Context: an optimization exercise on an open-source flow, tuned for small area. The choices shown serve that exercise and are no tape-out recipe.
In this exercise RTL edits were held to simulation tests only and were not proved equivalent to the original.
Power and IR drop assume default switching activity.

### design/flow/run.sh
#!/bin/bash
# synth_recipe.tcl (not shown) runs the flow's synth.tcl, then flattens the netlist and writes it again
# the make line also repeats each setting of config.mk as NAME=value (left out here)
make -C /OpenROAD-flow-scripts/flow DESIGN_CONFIG=/design/flow/config.mk WORK_HOME=/design/flow/orfs CLKGATE_MAP_FILE= SYNTH_SCRIPT=/design/flow/synth_recipe.tcl finish
### design/flow/config.mk
export PLATFORM = sky130hd
export DESIGN_NAME = game
export DESIGN_NICKNAME = game
export VERILOG_FILES = /design/flow/design.v
export SDC_FILE = /design/flow/constraint.sdc
export NUM_CORES = 8
export LEC_CHECK = 0
export CAP_MARGIN = 20
export CORE_MARGIN = 2
export CORE_UTILIZATION = 25
export SLEW_MARGIN = 20
### design/flow/constraint.sdc
create_clock -name core_clock -period 10.0 [get_ports {clk}]
set_input_delay 2.0000 -clock core_clock [delete_from_list [all_inputs] [get_ports {clk}]]
set_output_delay 2.0000 -clock core_clock [all_outputs]
set_load 0.01 [all_outputs]
### design/flow/design.v
module game(clk, movement, row, col, state, start, reset, matrix, head_row, head_col, fout, ones, tens);
    input clk;
    input start, reset;
    input [3:0] movement;
    output reg [7:0] row;
    output reg [7:0] col;
    output reg [2:0] head_row, head_col;
    output reg [63:0] matrix;
    output [2:0] state;
    output reg fout;
    output reg [7:0] ones, tens;
    reg run, over;              
    reg [7:0] cnt;
    reg [5:0] score;
    reg [2:0] dir;              
    reg [2:0] ai;               
    reg [2:0] cr, cc, tr, tc;
    reg [2:0] mr [0:29];
    reg [2:0] mc [0:29];
    integer i, n;
    assign state = {over, run, ~run & ~over};
    wire tick = (cnt == 8'd1) & ~fout;
    reg [2:0] ar, ac;
    always @(*) begin
        case (ai)
            3'd0: begin ar = 3'd0; ac = 3'd4; end
            3'd1: begin ar = 3'd4; ac = 3'd1; end
            3'd2: begin ar = 3'd1; ac = 3'd5; end
            3'd3: begin ar = 3'd5; ac = 3'd2; end
            3'd4: begin ar = 3'd2; ac = 3'd6; end
            3'd5: begin ar = 3'd6; ac = 3'd3; end
            3'd6: begin ar = 3'd3; ac = 3'd0; end
            default: begin ar = 3'd3; ac = 3'd6; end
        endcase
    end
    reg [63:0] pic;
    reg [7:0] rh, ch;
    always @(*) begin
        pic = 64'd0;
        rh = 8'd1 << head_row; ch = 8'd1 << head_col;
        for (i = 0; i < 64; i = i + 1) pic[i] = pic[i] | (rh[i/8] & ch[i%8]);
        rh = 8'd1 << cr; ch = 8'd1 << cc;
        for (i = 0; i < 64; i = i + 1) pic[i] = pic[i] | (rh[i/8] & ch[i%8]);
        rh = 8'd1 << tr; ch = 8'd1 << tc;
        for (i = 0; i < 64; i = i + 1) pic[i] = pic[i] | (rh[i/8] & ch[i%8]);
        rh = 8'd1 << ar; ch = 8'd1 << ac;
        for (i = 0; i < 64; i = i + 1) pic[i] = pic[i] | (rh[i/8] & ch[i%8]);
    end
    reg [63:0] hpic;
    reg [7:0] hr8, hc8;
    integer j, k;
    always @(*) begin
        hpic = 64'd0;
        for (j = 0; j < 30; j = j + 1) begin
            hr8 = (score > j) ? (8'd1 << mr[j]) : 8'd0;
            hc8 = 8'd1 << mc[j];
            for (k = 0; k < 64; k = k + 1) hpic[k] = hpic[k] | (hr8[k/8] & hc8[k%8]);
        end
    end
    wire eat = run & (head_row == ar) & (head_col == ac);
    reg can;
    always @(*) begin
        case (dir)
            3'd1: can = (head_row != 3'd0);
            3'd2: can = (head_row != 3'd7);
            3'd3: can = (head_col != 3'd0);
            3'd4: can = (head_col != 3'd7);
            default: can = 1'b0;
        endcase
    end
    wire move = run & tick & can;
    reg [2:0] mdir;
    always @(*) begin
        case (movement)
            4'd1: mdir = 3'd1;
            4'd2: mdir = 3'd2;
            4'd4: mdir = 3'd3;
            4'd8: mdir = 3'd4;
            default: mdir = 3'd0;
        endcase
    end
    wire rev = (dir == 3'd1 && movement == 4'd2) || (dir == 3'd2 && movement == 4'd1) ||
               (dir == 3'd3 && movement == 4'd8) || (dir == 3'd4 && movement == 4'd4);
    always @(posedge clk) begin
        if (reset) begin
            run <= 1'b0; over <= 1'b0;
            cnt <= 8'd128; fout <= 1'b0;
            score <= 6'd0; dir <= 3'd0; ai <= 3'd7;
            head_row <= 3'd3; head_col <= 3'd3;
            cr <= 3'd3; cc <= 3'd2; tr <= 3'd3; tc <= 3'd1;
            matrix <= 64'h0018244200666600;
            row <= 8'd1; col <= 8'd0;
        end else begin
            if (cnt == 8'd1) begin
                fout <= ~fout;
                cnt <= 8'd128 - {score, 2'b00} - {2'b00, score};
            end else
                cnt <= cnt - 8'd1;
            row <= {row[0], row[7:1]};
            col <= ({8{row[0]}} & matrix[7:0]) | ({8{row[1]}} & matrix[15:8]) |
                   ({8{row[2]}} & matrix[23:16]) | ({8{row[3]}} & matrix[31:24]) |
                   ({8{row[4]}} & matrix[39:32]) | ({8{row[5]}} & matrix[47:40]) |
                   ({8{row[6]}} & matrix[55:48]) | ({8{row[7]}} & matrix[63:56]);
            if (run) begin
                matrix <= pic | hpic;
                if (movement != 4'd0 && !rev) dir <= mdir;
                if (eat) begin
                    score <= score + 6'd1;
                    ai <= (ai == 3'd7) ? 3'd3 : (ai == 3'd6) ? 3'd0 : ai + 3'd1;
                end
                if (tick) begin
                    if (can) begin
                        case (dir)
                            3'd1: head_row <= head_row - 3'd1;
                            3'd2: head_row <= head_row + 3'd1;
                            3'd3: head_col <= head_col - 3'd1;
                            default: head_col <= head_col + 3'd1;
                        endcase
                        cr <= head_row; cc <= head_col;
                        tr <= cr; tc <= cc;
                    end else if (dir != 3'd0) begin
                        run <= 1'b0; over <= 1'b1;
                    end
                end
            end else begin
                matrix <= over ? 64'h0042241800666600 : 64'h0018244200666600;
                if (over) begin score <= 6'd0; dir <= 3'd0; end
                if (tick && start) begin
                    run <= 1'b1; over <= 1'b0;
                    head_row <= 3'd3; head_col <= 3'd3;
                    cr <= 3'd3; cc <= 3'd2; tr <= 3'd3; tc <= 3'd1;
                end
            end
        end
    end
    always @(posedge clk) begin
        if (!reset && tick) begin
            if (!run) begin
                if (start) begin mr[0] <= 3'd3; mc[0] <= 3'd0; end
            end else if (can) begin
                mr[0] <= tr; mc[0] <= tc;
                for (n = 1; n < 30; n = n + 1) begin mr[n] <= mr[n-1]; mc[n] <= mc[n-1]; end
            end
        end
    end
    reg [3:0] u, t;
    function [7:0] seg(input [3:0] d);
        case (d)
            4'd0: seg = 8'hC0; 4'd1: seg = 8'hF9; 4'd2: seg = 8'hA4; 4'd3: seg = 8'hB0;
            4'd4: seg = 8'h99; 4'd5: seg = 8'h92; 4'd6: seg = 8'h82; 4'd7: seg = 8'hF8;
            4'd8: seg = 8'h80; 4'd9: seg = 8'h90; default: seg = 8'hFF;
        endcase
    endfunction
    always @(*) begin
        t = score / 10;
        u = score % 10;
        ones = seg(u);
        tens = seg(t);
    end
endmodule
==> reports/metrics.yaml <==
fin_crit_ps: 7655
p_leak_nw: 9.443
dr.max_layer_used: "met5"
path_cells: "ha_1 > nor2b_1 > o211a_1 > nand3b_1 > or2_2 > inv_1 > xnor2_1 > ha_1 > a21oi_1 > o31a_1 > o211a_1 > nor3_2 > nor3_2 > a31oi_1 > clkdlybuf4s50_1"
drc: 0
track_usage_pct: 42.69
hold_ws_ps: 481.2
cap_violations: 0
power.share.switching_pct: 25.17
synth_area_mm2: 0.02776
io_pins: 113
yosys_warnings: 3
cpPeakStageDelay_ps: 920
fp.dieH_um: 337.2
dr_wl_met3_um: 34040
synth_seq_cells: 301
clock_sinks: 301
irDropWorstVdd_mv: 0.1213
row_count: 122
syn2layout_area_growth_pct: 16.07
cts_tree: "built"
setup_viol: 0
dp_hpwl_um: 192900
endpoint_kind: "output pin"
max_freq_mhz: 130.6
port_buffers: 110
wl_met1_um: 90780
fillers: 11918
synth.top_cell.area_share_pct: 19.47
layout.nets: 3595
hold_viol_final: 0
seqPwrFrac_pct: 45.5
cp_data_arrival_time_ps: 5660
drv_slew: 0
grt_max_degree: 64
synthArstFlopShare_pct: 0
dieWidth_um: 337.2
wl_met2_um: 99050
vias: 37814
dr.pass1.iters: 7
cpLargestDelayFamily: "simple AND/OR/NAND/NOR gates"
wl_um: 251600
rsz0062_at_grt: "no"
hp-class: "register to register"
clock_skew_ps: 47.97
core-area_mm2: 0.1104
slowest_stage: "dfxtp_1"
synth_cell_types: 91
p_comb_share_pct: 3.7
root_buffer: "clkbuf_16"
p_sw_uw: 737.6
synth-edff-count: 180
start_kind: "register"
drt_iter0_markers: 7143
multi_input_comb_area_mm2: 0.01867
worst_pin_slew_ps: 1385
postRouteAntennaNets: 0
cts_inserted_buffers: 38
yosys.area.top_type: "edfxtp_1"
status: "complete, no violations"
power.internal_mw: 2.193
htree_levels: 2
drive_above_1_share_pct: 10.79
antenna_found_initial: 29
postCtsSetupBuffers: 0
path_class: "register to output pin"
place.gp.congestion: 1.164
wl_per_cell_um: 49.54
ff2ff_setup_slack_ps: 4150
cts_buffer_depth: 3
clk_pin_slew_worst_paths_ps: 60
ys_seq_area_share_pct: 28.20
period_share_pct: 76.55
die-area_mm2: 0.1137
synthCells: 3579
vias_per_cell: 7.445
power_density_mw_per_mm2: 90.94
cp_num_buf_inv: 2
max_slew_margin_pct: 7.237
cp.required_ps: 8000
synthTopCellsByArea: "edfxtp_1, o22ai_1, dfxtp_1"
post_cts_resized: 0
start_util_pct: 25.15
grt_pass1_wl_um: 328000
postCtsHoldBufs: 0
cp_max_fo: 27
setup_tns_ps: 0
fin_util_pct: 29.20
grt_overflow: 0
clkPwrFrac_pct: 50.8
clkLatencyLatePin_ps: 640
avgSynthCellArea_um2: 7.757
seq_area_mm2: 0.007829
synth_ff_type: "edfxtp_1"
grt_pass1_vias: 33953
==> metal layers <==
metal / GRT usage, % / vias to the layer above
met2: 60.40 / 3692
met4: 35.44 / 18
li1: - / 14366
met3: 17.34 / 1216
met5: 0.2128 / -
met1: 50.22 / 18522
==> metrics by stage <==
stage | power, mW | area [um^2] | worst slack (ps) | instances
after global routing | 2.990 | 32190 | 1847 | 5067
after global placement | 1.463 | 30720 | 2595 | 4993
final | 2.930 | 32220 | 2345 | 5079
after detailed placement | 1.465 | 30730 | 3001 | 4993
after floorplan | 1.424 | 27770 | 319.9 | 3580
after CTS | 2.938 | 32040 | 2348 | 5059
==> state kept, by name (all words and copies together) (netlist names) <==
| signal | flops |
|---|---|
| mc | 90 |
| mr | 90 |
| matrix | 64 |
| cnt | 8 |
| col | 8 |
| row | 8 |
| score | 6 |
| ai | 3 |
| cc | 3 |
| cr | 3 |
| dir | 3 |
| head_col | 3 |
| head_row | 3 |
| tc | 3 |
| tr | 3 |
| fout | 1 |
| over | 1 |
| run | 1 |
==> path summary, 6_finish.rpt <==
kind / from / end / cells after the start
setup / recovery: score[5] / ones[5] / 15
hold / removal: mr[8][2] / mr[9][2] / 0
setup reg to reg: score[5] / matrix[63] / 11
hold reg to reg: mr[8][2] / mr[9][2] / 0
==> power by group through the flow <==
stage / Clock, mW / Combinational [mW] / Sequential [mW]
2_1_floorplan: 0 / 0.0706 / 1.35
3_3_place_gp: 0 / 0.103 / 1.36
3_5_place_dp: 0 / 0.105 / 1.36
4_1_cts: 1.50 / 0.106 / 1.33
5_1_grt: 1.54 / 0.117 / 1.34
6_report: 1.49 / 0.108 / 1.33
==> cells in the mapped netlist, drive strengths merged (93+ instances only) <==
| library cell | count |
|---|---|
| nor3 | 109 |
| o221ai | 106 |
| nand3 | 116 |
| edfxtp | 180 |
| o22ai | 556 |
| clkbuf | 252 |
| nand2 | 248 |
| nor2 | 316 |
| a22oi | 93 |
| a21oi | 120 |
| dfxtp | 121 |
| nand3b | 112 |
==> cells in the final DEF (no fill, tap or decap), drive strengths merged, types with 93 or more instances in the layout <==
cell,netlist,final
nand3b,112,112
edfxtp,180,180
clkdlybuf4s50,0,109
nand2,248,248
nor3,109,109
o221ai,106,106
a22oi,93,93
buf,81,155
nor2,316,316
nand3,116,116
o22ai,556,556
dfxtp,121,121
a21oi,120,120
==> area by class of cell <==
type,count,area share [%]
multi-input cells,2884,57.95
flip-flops and latches,301,24.30
inverters,62,0.7222
diodes,13,0.1010
clock inverters,21,0.7533
clock buffers,45,3.324
well taps,1488,5.778
repair buffers,265,7.075
==> logic make-up (layout without fill, tap and decap cells) <==
logic type / Yosys count / in the layout / synth area share [%]
other: 1 / 15 / 0.01351
adder cells (fa/ha/maj): 36 / 36 / 1.677
AND/OR/NAND/NOR: 1433 / 1433 / 28.42
buffers and inverters: 395 / 393 / 5.589
XOR/XNOR: 21 / 21 / 0.6625
flip-flops: 301 / 301 / 28.20
AO/OA/AOI/OAI: 1385 / 1385 / 35.19
multiplexers: 7 / 7 / 0.2569

re-timing with driven ports:
Ports are ideal in the flow. The routed layout listed here was re-timed in OpenROAD.
Step 1, drivers: a clkbuf_16 drives clk and a buf_2 each remaining input, both assumed.
Step 2 moves the port delays by t, midway between the first and last clock arrival at a register: inputs arrive t later, outputs are due t later. That takes back most of the time a late clock gives input paths.
a / b / c = no drivers / after step 1 / after step 2; a / b = the first two.
shift t [ns]: 0.684
slack for setup (ns): 2.345 / 2.277 / 2.961
worst slew at a driven data input, ns: 0.03
After both steps setup and hold are still met in this run. The setup slack of this run moves by -0.068 ns with the drivers and by +0.616 ns with both steps.
